Background: an optimization exercise with open tools, aiming at small area, a short achievable clock period and few clock cycles. Do not read the settings as production practice.
Where RTL was checked, it was by simulation tests only, not by an equivalence proof against the original.
Power and IR drop assume default switching activity.

## jlc3_core
module jlc3_core (
     input  wire        clk_i_w
    ,input  wire        rst_i_w       
    ,input  wire        en_i_w        
    ,output wire        mem_en_o_w
    ,output wire        mem_we_o_w
    ,output wire [15:0] mem_addr_o_w
    ,output wire [15:0] mem_wdat_o_w
    ,input  wire [15:0] mem_rdat_i_w
    ,input  wire        mem_rdy_i_w
);
export LEC_CHECK = 0
export CAP_MARGIN = 20
export CORE_MARGIN = 2
export CORE_UTILIZATION = 55
export PLACE_DENSITY = 0.75
export SETUP_SLACK_MARGIN = 3.6
export SLEW_MARGIN = 20
export TNS_END_PERCENT = 100
create_clock -name core_clock -period 8.0 [get_ports {clk_i_w}]
standard.sh (not shown) runs the stock make flow with config.mk's settings and CLKGATE_MAP_FILE= SYNTH_SCRIPT=/design/flow/synth_recipe.tcl, a recipe that flattens the netlist after the stock synthesis.
==> flow/flow/run.sh <==
#!/bin/bash
set -euo pipefail
bash standard.sh ADDER_MAP_FILE= finish > standard.log 2>&1
Testbench counts at the start, summed over its fixed seeds: cycles 25,627.
Then changed:
--- a/flow/config.mk
+++ b/flow/config.mk
@@ -7,0 +8 @@
+export ABC_AREA = 1
@@ -10,2 +11,2 @@
-export CORE_UTILIZATION = 55
-export PLACE_DENSITY = 0.75
+export CORE_UTILIZATION = 75
+export PLACE_DENSITY = 0.9
The new run ended with an error in global routing (GRT-0116).
Synthesized cell count rose by well over a third.
Synthesized area barely changes.
Then changed:
--- a/flow/config.mk
+++ b/flow/config.mk
@@ -11,2 +11,2 @@
-export CORE_UTILIZATION = 75
-export PLACE_DENSITY = 0.9
+export CORE_UTILIZATION = 55
+export PLACE_DENSITY = 0.75
The new run completed without violations. Synthesized area is unchanged. Synthesized cell count stays the same.
Then changed:
--- a/flow/config.mk
+++ b/flow/config.mk
@@ -11,3 +11,3 @@
-export CORE_UTILIZATION = 55
-export PLACE_DENSITY = 0.75
-export SETUP_SLACK_MARGIN = 3.6
+export CORE_UTILIZATION = 40
+export PLACE_DENSITY = 0.6
+export SETUP_SLACK_MARGIN = 4.0
The new run completed without violations. Design area climbs by 7.7%. Maximum frequency came out higher by 0.46%. Global-route usage shrinks by 10 points. Clock skew is about the same. Register-to-register slack gains 200 ps. Clock-buffer cell count stays the same.

* * *

jlc3_core, a different RTL version from the one above (not shown whole).
Size: roughly 1,500 cells after synthesis, ~54 I/O pins, ~12,000 um^2 of cells after synthesis.
==> flow/config.mk <==
export PLATFORM = sky130hd
export DESIGN_NAME = jlc3_core
export DESIGN_NICKNAME = jlc3_core
export VERILOG_FILES = /design/flow/design.v
export SDC_FILE = /design/flow/constraint.sdc
export NUM_CORES = 4
export LEC_CHECK = 0
export ABC_AREA = 1
export CAP_MARGIN = 20
export CORE_MARGIN = 2
export CORE_UTILIZATION = 55
export PLACE_DENSITY = 0.75
export SETUP_SLACK_MARGIN = 3.9
export SLEW_MARGIN = 20
export TNS_END_PERCENT = 100
==> flow/constraint.sdc <==
create_clock -name core_clock -period 8.0 [get_ports {clk_i_w}]
set_input_delay 1.6000 -clock core_clock [delete_from_list [all_inputs] [get_ports {clk_i_w}]]
set_output_delay 1.6000 -clock core_clock [all_outputs]
set_load 0.01 [all_outputs]
==> flow/flow/run.sh <==
#!/bin/bash
set -euo pipefail
bash standard.sh ADDER_MAP_FILE= "BUFFER_PORTS_ARGS=-buffer_cell sky130_fd_sc_hd__buf_1" finish > standard.log 2>&1
The starting point produced a clean layout.
Testbench counts at the start, summed over its fixed seeds: cycles 25,627.
Rerun with:
==> flow/flow/run.sh (replaced) <==
#!/bin/bash
set -euo pipefail
bash standard.sh ADDER_MAP_FILE= finish > standard.log 2>&1
Settings changed: SETUP_SLACK_MARGIN 3.9 to 4.1.
Result:
- design area increases by roughly a tenth
- core utilization rose by 6.1 points
- critical path depth shrinks by 6
- clock power increases by a few percent
- setup slack improves by 0.053 ns
- maximum frequency went up slightly
- sequential cell count stays the same
Rerun with:
Settings changed: GPL_ROUTABILITY_DRIVEN set to 0, SETUP_SLACK_MARGIN 4.1 to 3.9.
What happened: Design area came out lower by 7.6%; routed wire length falls by 8.4%; global-route usage shrinks by 3.4 points; first-iteration DRC count came out higher by 63%.
Rerun with:
Settings changed: GPL_ROUTABILITY_DRIVEN 0 to unset, SETUP_SLACK_MARGIN 3.9 to 3.6, TNS_END_PERCENT 100 to 10.
Result: Non-clock buffer count came out lower by 30. Global-route usage rises by 1.7 points. Wire length went up slightly. Sequential power barely changes. Synthesized cell count does not change. Total power went down slightly. Final cell count drops slightly. Cell area falls by a few percent. Clock-buffer cell count goes down by 1.

* * *

The RTL this note starts from:
==> flow/design.v <==
module jlc3_core (
     input  wire        clk_i_w
    ,input  wire        rst_i_w       
    ,input  wire        en_i_w        
    ,output wire        mem_en_o_w
    ,output wire        mem_we_o_w
    ,output wire [15:0] mem_addr_o_w
    ,output wire [15:0] mem_wdat_o_w
    ,input  wire [15:0] mem_rdat_i_w
    ,input  wire        mem_rdy_i_w
);
    reg [15:0] addr_r;    
    reg [15:0] pc_r;      
    reg        dat_r;     
    reg        dld_r;     
    reg        dst_r;     
    reg        dptr_r;    
    reg        dsti_r;    
    reg [2:0]  dreg_r;    
    reg        n_r;       
    reg        z_r;
    reg [15:0] rf_r [0:7];
    reg [7:0]  rv_r;      
    integer i;
    function [15:0] add16(input [15:0] a, input [15:0] b, input cin);
        reg [15:0] g, p, gg, pp, gn, pn;
        integer l, k;
        begin
            g = a & b;
            p = a ^ b;
            gg = g;
            gg[0] = g[0] | (p[0] & cin);
            pp = p;
            for (l = 1; l < 16; l = l * 2) begin
                gn = gg;
                pn = pp;
                for (k = l; k < 16; k = k + 1) begin
                    gn[k] = gg[k] | (pp[k] & gg[k-l]);
                    pn[k] = pp[k] & pp[k-l];
                end
                gg = gn;
                pp = pn;
            end
            add16 = p ^ {gg[14:0], cin};
        end
    endfunction
    wire adv_w = en_i_w & mem_rdy_i_w;
    wire fet_w = ~dat_r;
    wire [15:0] ins_w = mem_rdat_i_w;
    wire [3:0]  op_w  = ins_w[15:12];
    wire i_br   = (op_w == 4'b0000);
    wire i_add  = (op_w == 4'b0001);
    wire i_and  = (op_w == 4'b0101);
    wire i_not  = (op_w == 4'b1001);
    wire i_ld   = (op_w == 4'b0010);
    wire i_st   = (op_w == 4'b0011);
    wire i_jsr  = (op_w == 4'b0100);
    wire i_ldr  = (op_w == 4'b0110);
    wire i_str  = (op_w == 4'b0111);
    wire i_ldi  = (op_w == 4'b1010);
    wire i_sti  = (op_w == 4'b1011);
    wire i_jmp  = (op_w == 4'b1100);
    wire i_lea  = (op_w == 4'b1110);
    wire i_trap = (op_w == 4'b1111);
    wire i_nop  = (op_w == 4'b1000) | (op_w == 4'b1101);
    wire br_take_w = (ins_w[11] & n_r) | (ins_w[10] & z_r) | (ins_w[9] & ~n_r & ~z_r);
    wire i_jsri = i_jsr & ins_w[11];
    wire pcrel_w = i_br | i_ld | i_st | i_ldi | i_sti | i_lea | i_jsri;
    wire [2:0] ra_w = ins_w[8:6];
    wire [2:0] rb_w = dat_r ? dreg_r : ins_w[2:0];
    reg  [15:0] rda_w;      
    reg  [15:0] opa_w;      
    reg  [15:0] rdb_w;
    always @(*) begin
        rda_w = 16'b0;
        rdb_w = 16'b0;
        for (i = 0; i < 8; i = i + 1) begin
            rda_w = rda_w | ({16{rv_r[i] & (ra_w == i)}} & rf_r[i]);
            rdb_w = rdb_w | ({16{rv_r[i] & (rb_w == i)}} & rf_r[i]);
        end
        opa_w = pcrel_w ? addr_r : rda_w;
    end
    wire [15:0] off9_w  = {{7{ins_w[8]}}, ins_w[8:0]};
    wire [15:0] off11_w = {{5{ins_w[10]}}, ins_w[10:0]};
    wire [15:0] off6_w  = {{10{ins_w[5]}}, ins_w[5:0]};
    wire [15:0] imm5_w  = {{11{ins_w[4]}}, ins_w[4:0]};
    wire        isreg_w = (i_add | i_and) & ~ins_w[5];   
    reg  [15:0] opb_w;
    always @(*) begin
        if (isreg_w)
            opb_w = rdb_w;
        else if (i_ldr | i_str)
            opb_w = off6_w;
        else if (i_jsri)
            opb_w = off11_w;
        else if (pcrel_w)
            opb_w = off9_w;
        else
            opb_w = imm5_w;
    end
    wire [15:0] sum_w = add16(opa_w, opb_w, pcrel_w);
    wire [15:0] p_w = opa_w ^ opb_w;
    wire        sumz_w = (p_w[0] == pcrel_w) & (p_w[15:1] == (opa_w[14:0] | opb_w[14:0]));
    wire [15:0] and_w = rda_w & opb_w;
    wire [15:0] pcn_w = add16(addr_r, 16'd0, 1'b1);
    wire f_seq  = i_add | i_and | i_not | i_lea | (i_br & ~br_take_w) | i_nop;
    wire f_sum  = (i_br & br_take_w) | i_jsri | i_ld | i_st | i_ldi | i_sti | i_ldr | i_str;
    wire f_ra   = i_jmp | (i_jsr & ~ins_w[11]);
    wire f_trap = i_trap;
    wire d_pc   = dld_r | dst_r;                
    wire d_rdat = ~dld_r & ~dst_r;              
    wire [15:0] nxt_w = fet_w ? (({16{f_seq}}   & pcn_w)
                               | ({16{f_sum}}   & sum_w)
                               | ({16{f_ra}}    & rda_w)
                               | ({16{f_trap}}  & {8'b0, ins_w[7:0]}))
                              : (({16{d_pc}}    & pc_r)
                               | ({16{d_rdat}}  & mem_rdat_i_w));
    wire wr_sum  = fet_w & (i_add | i_lea);
    wire wr_and  = fet_w & i_and;
    wire wr_not  = fet_w & i_not;
    wire wr_link = fet_w & (i_jsr | i_trap);
    wire wr_mem  = dld_r;
    wire wen_w   = wr_sum | wr_and | wr_not | wr_link | wr_mem;
    wire [2:0]  wa_w = dat_r ? dreg_r : (wr_link ? 3'd7 : ins_w[11:9]);
    wire [15:0] wd_w = ({16{wr_sum}}  & sum_w)
                     | ({16{wr_and}}  & and_w)
                     | ({16{wr_not}}  & ~rda_w)
                     | ({16{wr_link}} & pcn_w)
                     | ({16{wr_mem}}  & mem_rdat_i_w);
    wire        wz_w = (wr_sum  & sumz_w)
                     | (wr_and  & ~|and_w)
                     | (wr_not  & &rda_w)
                     | (wr_link & ~|pcn_w)
                     | (wr_mem  & ~|mem_rdat_i_w);
    always @(posedge clk_i_w) begin
        if (adv_w && wen_w)
            rf_r[wa_w] <= wd_w;
    end
    always @(posedge clk_i_w or negedge rst_i_w) begin
        if (!rst_i_w) begin
            rv_r <= 8'b0;
            n_r  <= 1'b0;
            z_r  <= 1'b1;
        end else if (adv_w && wen_w) begin
            rv_r[wa_w] <= 1'b1;
            n_r <= wd_w[15];
            z_r <= wz_w;
        end
    end
    always @(posedge clk_i_w or negedge rst_i_w) begin
        if (!rst_i_w) begin
            addr_r <= 16'b0;
            dat_r  <= 1'b0;
            dld_r  <= 1'b0;
            dst_r  <= 1'b0;
            dptr_r <= 1'b0;
        end else if (adv_w) begin
            addr_r <= nxt_w;
            if (fet_w) begin
                dat_r  <= i_ld | i_ldr | i_st | i_str | i_ldi | i_sti | i_trap;
                dld_r  <= i_ld | i_ldr;
                dst_r  <= i_st | i_str;
                dptr_r <= i_ldi | i_sti;
            end else begin
                dat_r  <= dptr_r;
                dld_r  <= dptr_r & ~dsti_r;
                dst_r  <= dptr_r & dsti_r;
                dptr_r <= 1'b0;
            end
        end
    end
    always @(posedge clk_i_w) begin
        if (adv_w && fet_w) begin
            pc_r   <= pcn_w;
            dreg_r <= ins_w[11:9];
            dsti_r <= op_w[0];
        end
    end
    assign mem_en_o_w   = en_i_w;
    assign mem_we_o_w   = dst_r;
    assign mem_addr_o_w = addr_r;
    assign mem_wdat_o_w = rdb_w;
endmodule
Settings: LEC_CHECK=0, ABC_AREA=1, CAP_MARGIN=20, CORE_MARGIN=2, CORE_UTILIZATION=40, PLACE_DENSITY=0.6, SETUP_SLACK_MARGIN=3.0, SLEW_MARGIN=20, TNS_END_PERCENT=100; clock period 8.0 ns.
==> flow/flow/run.sh <==
#!/bin/bash
set -euo pipefail
bash standard.sh ADDER_MAP_FILE= finish > standard.log 2>&1
Rerun with:
SETUP_SLACK_MARGIN = 3.6   (was 3.0)
After rerunning: Total power is higher by about 5.3%. Worst setup slack gains 0.56 ns. Worst hold slack got worse by 0.0048 ns. Via count increases by about 5%. Clock power grows by about 0.5%. Count of clock-buffer cells in the layout stays the same. Cell count rose by 3.7%. Sequential share of layout area is lower by 2.6 points. Die area is unchanged. Combinational power went up by about 10%.
Rerun with:
==> flow/run.sh (new file) <==
#!/bin/bash
# synth_recipe.tcl (not shown) runs the flow's synth.tcl, then flattens the netlist and writes it again
# the make line also repeats each setting of config.mk as NAME=value (left out here)
make -C /OpenROAD-flow-scripts/flow DESIGN_CONFIG=/design/flow/config.mk WORK_HOME=/design/flow/orfs CLKGATE_MAP_FILE= SYNTH_SCRIPT=/design/flow/synth_recipe.tcl finish
ABC_AREA = not set   (was 1)
SETUP_SLACK_MARGIN = 3.0   (was 3.6)
removed: flow/flow/run.sh
removed: flow/standard.sh
Wire length came out higher by 5.2%.
Hold slack gets better by 0.011 ns.
Clock-buffer cell count falls by 1.
Via count fell by 6.0%.
Flip-flop and latch count does not change.
Rerun with:
==> flow/flow/run.sh (new file) <==
#!/bin/bash
set -euo pipefail
bash standard.sh ADDER_MAP_FILE= finish > standard.log 2>&1
==> flow/standard.sh (new file) <==
#!/bin/bash
# synth_recipe.tcl (not shown) runs the flow's synth.tcl, then flattens the netlist and writes it again
# the make line also repeats each setting of config.mk as NAME=value (left out here)
make -C /OpenROAD-flow-scripts/flow DESIGN_CONFIG=/design/flow/config.mk WORK_HOME=/design/flow/orfs CLKGATE_MAP_FILE= SYNTH_SCRIPT=/design/flow/synth_recipe.tcl "${@:-finish}"
ABC_AREA = 1   (was not set)
SETUP_SLACK_MARGIN = 4.2   (was 3.0)
removed: flow/run.sh
After rerunning: The new run completed without violations. Die area went up by 4.0%. Routed wire length rises by 0.42%. Sequential share of layout area decreases by 3.5 points. Cell area is higher by 11%. Final cell count is higher by 25%. Register-to-register slack is better by 0.53 ns. Via count goes up by 10%.
Function was not checked in any run of this note: the RTL went through the layout flow alone.

## separate check: timing with driven ports
No port has a modelled driver above. Below, the same layouts with a new extraction and two added sets of constraints. Step 1 sets driving cells, clkbuf_16 on the clock port and buf_2 on the other inputs (assumed; they add their load-dependent delay and slew). Step 2 adds t to the input delays and takes it off the output delays; t is the mean of the earliest and latest rising clock arrival at the registers after step 1. Input paths then give back, and output paths get back, about the clock's delay inside the block. Three values: no drivers, after step 1, after step 2; two values: the first two.
| run | t (ns) | setup WS [ns] | worst data-port slew with drivers (ns) |
|---|---|---|---|
| the first run of note 1 | 0.495 | 3.254 / 3.164 / 2.753 | 0.17 |
| the third run of note 1 | 0.487 | 3.478 / 3.405 / 3.093 | 0.07 |
| the fourth run of note 1 | 0.497 | 3.499 / 3.434 / 3.299 | 0.07 |
| the first run of note 2 | 0.494 | 3.891 / 3.853 / 3.398 | 0.05 |
| the second run of note 2 | 0.500 | 3.944 / 3.894 / 3.591 | 0.09 |
| the third run of note 2 | 0.491 | 3.848 / 3.801 / 3.354 | 0.06 |
| the fourth run of note 2 | 0.491 | 3.532 / 3.485 / 3.227 | 0.04 |
| the first run of note 3 | 0.499 | 2.956 / 2.926 / 2.516 | 0.04 |
| the second run of note 3 | 0.494 | 3.513 / 3.444 / 3.234 | 0.07 |
| the third run of note 3 | 0.496 | 2.964 / 2.948 / 2.452 | 0.07 |
| the fourth run of note 3 | 0.510 | 3.382 / 3.350 / 2.874 | 0.07 |
After both steps setup and hold are still met in every run listed. The setup slack of the third run of note 3, which loses most, moves by -0.016 ns with the drivers and by -0.512 ns with both steps.
